Context: an optimization exercise on an open-source flow, tuned for small area and a short achievable clock period. The choices shown serve that exercise and are no tape-out recipe.
Only simulation tests tie the RTL to the original design; equivalence was not proved.

## neuron
module neuron(
    input clk , rst , start , EOI , EOF ,
    input signed [6:0] x1 , x2 ,
    input signed [1:0] tin ,
    output learned , updating ,
    output signed [1:0] tout
);
clock: 9.5 ns
lec_check: 0
cap_margin: 20
core_margin: 2
core_utilization: 60
setup_slack_margin: 4.5
slew_margin: 20
synth_hierarchical: 1
tns_end_percent: 5
run.sh (not shown) runs the stock make flow with config.mk's settings and CLKGATE_MAP_FILE= SYNTH_SCRIPT=/design/flow/synth_recipe.tcl, a recipe that flattens the netlist after the stock synthesis.
Then changed:
CORE_UTILIZATION = 40   (was 60)
After rerunning: The changed run completed with no timing, DRC or antenna violations. Cell area stays flat. Core utilization is lower by 26 points. Routed wire length is lower by 7.5%. Final cell count is higher by 8.1%. Critical path depth is lower by 1. Count of clock-buffer cells in the layout is higher by 2. Synthesized cell count stays the same.
Then changed:
SETUP_SLACK_MARGIN = 4.0   (was 4.5)
Result: Worst setup slack gets worse by 0.45 ns; critical path depth is lower by 2; die area is unchanged; final cell count is lower by a few percent.
Then changed:
SETUP_SLACK_MARGIN = 5   (was 4.0)
Wire length goes up by about 15%.
Final cell count came out higher by 6.9%.
Synthesized cell count does not change.
Utilization goes up by 5.5 points.
Then changed:
==> flow/flow/run.sh (new file) <==
#!/bin/bash
# The standard layout (the standard.sh: standard synthesis, ORFS floorplan to finish),
# with one change: the buffers ORFS puts on the input and output ports are buf_4 cells
# instead of the delay-buffer cell that buffer_ports picks by default.
set -euo pipefail
export BUFFER_PORTS_ARGS="-buffer_cell sky130_fd_sc_hd__buf_4"
bash standard.sh finish > standard_flow.log 2>&1
==> flow/standard.sh (new file) <==
#!/bin/bash
# synth_recipe.tcl (not shown) runs the flow's synth.tcl, then flattens the netlist and writes it again
# the make line also repeats each setting of config.mk as NAME=value (left out here)
make -C /OpenROAD-flow-scripts/flow DESIGN_CONFIG=/design/flow/config.mk WORK_HOME=/design/flow/orfs CLKGATE_MAP_FILE= SYNTH_SCRIPT=/design/flow/synth_recipe.tcl "${@:-finish}"
SETUP_SLACK_MARGIN = 4.5   (was 5)
removed: flow/run.sh
Result: The new run passed the timing, design-rule and antenna checks. Synthesized area does not change. Setup slack is worse by 0.23 ns. Design area decreases by 8.3%.
Then changed:
==> flow/run.sh (new file) <==
#!/bin/bash
# synth_recipe.tcl (not shown) runs the flow's synth.tcl, then flattens the netlist and writes it again
# the make line also repeats each setting of config.mk as NAME=value (left out here)
make -C /OpenROAD-flow-scripts/flow DESIGN_CONFIG=/design/flow/config.mk WORK_HOME=/design/flow/orfs CLKGATE_MAP_FILE= SYNTH_SCRIPT=/design/flow/synth_recipe.tcl finish
SETUP_SLACK_MARGIN = 5   (was 4.5)
TNS_END_PERCENT = unset   (was 5)
removed: flow/flow/run.sh
removed: flow/standard.sh
Result: Routed wire length went up by 13%; setup slack improves by 0.32 ns; design area went up by 18%; die area stays the same.

========
neuron, a different RTL version from the one above (not shown whole).
Size in the first run: about 25 I/O pins, roughly 7900 um2 of cells after synthesis.
export LEC_CHECK = 0
export CAP_MARGIN = 20
export CORE_MARGIN = 2
export CORE_UTILIZATION = 40
export SLEW_MARGIN = 20
export SYNTH_HIERARCHICAL = 1
export TNS_END_PERCENT = 5
create_clock -name core_clock -period 9.5 [get_ports {clk}]
standard.sh (not shown) runs the stock make flow with config.mk's settings and CLKGATE_MAP_FILE= SYNTH_SCRIPT=/design/flow/synth_recipe.tcl, a recipe that flattens the netlist after the stock synthesis.
==> flow/flow/run.sh <==
#!/bin/bash
# The standard layout (the standard.sh: standard synthesis, ORFS floorplan to finish),
# with two changes: the buffers ORFS puts on the input and output ports are buf_4 cells
# instead of the delay-buffer cell that buffer_ports picks by default, and timing repair
# aims for 6.0 ns of setup slack at the design's clock period.
set -euo pipefail
export BUFFER_PORTS_ARGS="-buffer_cell sky130_fd_sc_hd__buf_4"
bash standard.sh SETUP_SLACK_MARGIN=6.0 finish > standard_flow.log 2>&1
Edit:
==> flow/flow/run.sh (replaced) <==
#!/bin/bash
# The standard layout (the standard.sh: standard synthesis, ORFS floorplan to finish),
# with two changes: the buffers ORFS puts on the input and output ports are buf_4 cells
# instead of the delay-buffer cell that buffer_ports picks by default, and timing repair
# aims for 5.5 ns of setup slack at the design's clock period.
set -euo pipefail
export BUFFER_PORTS_ARGS="-buffer_cell sky130_fd_sc_hd__buf_4"
bash standard.sh SETUP_SLACK_MARGIN=5.5 finish > standard_flow.log 2>&1
=>
- The changed run finished clean
- synthesized cell count is unchanged
- non-clock buffer count falls by 1
- routed wire length falls by about 1.4%
Edit:
==> flow/flow/run.sh (replaced) <==
#!/bin/bash
# The standard layout (the standard.sh: standard synthesis, ORFS floorplan to finish),
# with one change: the buffers ORFS puts on the input and output ports are buf_4 cells
# instead of the delay-buffer cell that buffer_ports picks by default.
set -euo pipefail
export BUFFER_PORTS_ARGS="-buffer_cell sky130_fd_sc_hd__buf_4"
bash standard.sh finish > standard_flow.log 2>&1
- CORE_UTILIZATION: 40 -> 50
- SETUP_SLACK_MARGIN: not set -> 5
Effect:
- maximum frequency came out lower by 2.1%
- utilization came out higher by 8.5 points
- critical path depth came out lower by 1
- via count came out higher by about 0.54%
- sequential share of layout area came out higher by 1.4 points
- cell area came out lower by about 7%
- count of clock-buffer cells in the layout came out higher by 1
- global-route usage came out higher by 5.0 points
- setup slack degrades by 0.095 ns

## re-timing with driven ports
The flow's constraints put no driver on any port. The routed layouts listed below were extracted and timed again, unchanged, in two steps. Step 1: set_driving_cell puts a clkbuf_16 on clk and a buf_2 on each other input, an assumption about the parent block. Step 2 adds t to the input delays and takes it off the output delays; t is the mean of the earliest and latest rising clock arrival at the registers after step 1. Input paths then give back, and output paths get back, about the clock's delay inside the block. Three values: no drivers, after step 1, after step 2; two values: the first two.
run	t (ns)	slack for setup (ns)	hold slack, ns	worst setup path at the end	worst slew at a driven data input, ns
the first run of note 1	0.394	4.563 / 4.538 / 4.195	0.550 / 0.550 / 0.550	input to register	0.03
the second run of note 1	0.392	4.585 / 4.606 / 4.215	0.510 / 0.510 / 0.510	input to register	0.04
the third run of note 1	0.387	4.134 / 4.156 / 3.769	0.507 / 0.507 / 0.507	input to register	0.04
the fourth run of note 1	0.389	4.720 / 4.677 / 4.351	0.520 / 0.520 / 0.520	input to register	0.06
the fifth run of note 1	0.385	4.493 / 4.512 / 4.127	0.510 / 0.510 / 0.510	input to register	0.05
the sixth run of note 1	0.394	4.815 / 4.801 / 4.436	0.516 / 0.516 / 0.516	input to register	0.06
the first run of note 2	0.381	5.120 / 5.125 / 4.745	0.540 / 0.540 / 0.540	input to register	0.18
the second run of note 2	0.392	5.145 / 5.158 / 4.766	0.538 / 0.538 / 0.538	input to register	0.15
the third run of note 2	0.387	5.051 / 5.060 / 4.674	0.587 / 0.587 / 0.587	input to register	0.05
After both steps setup and hold are still met in every run listed.
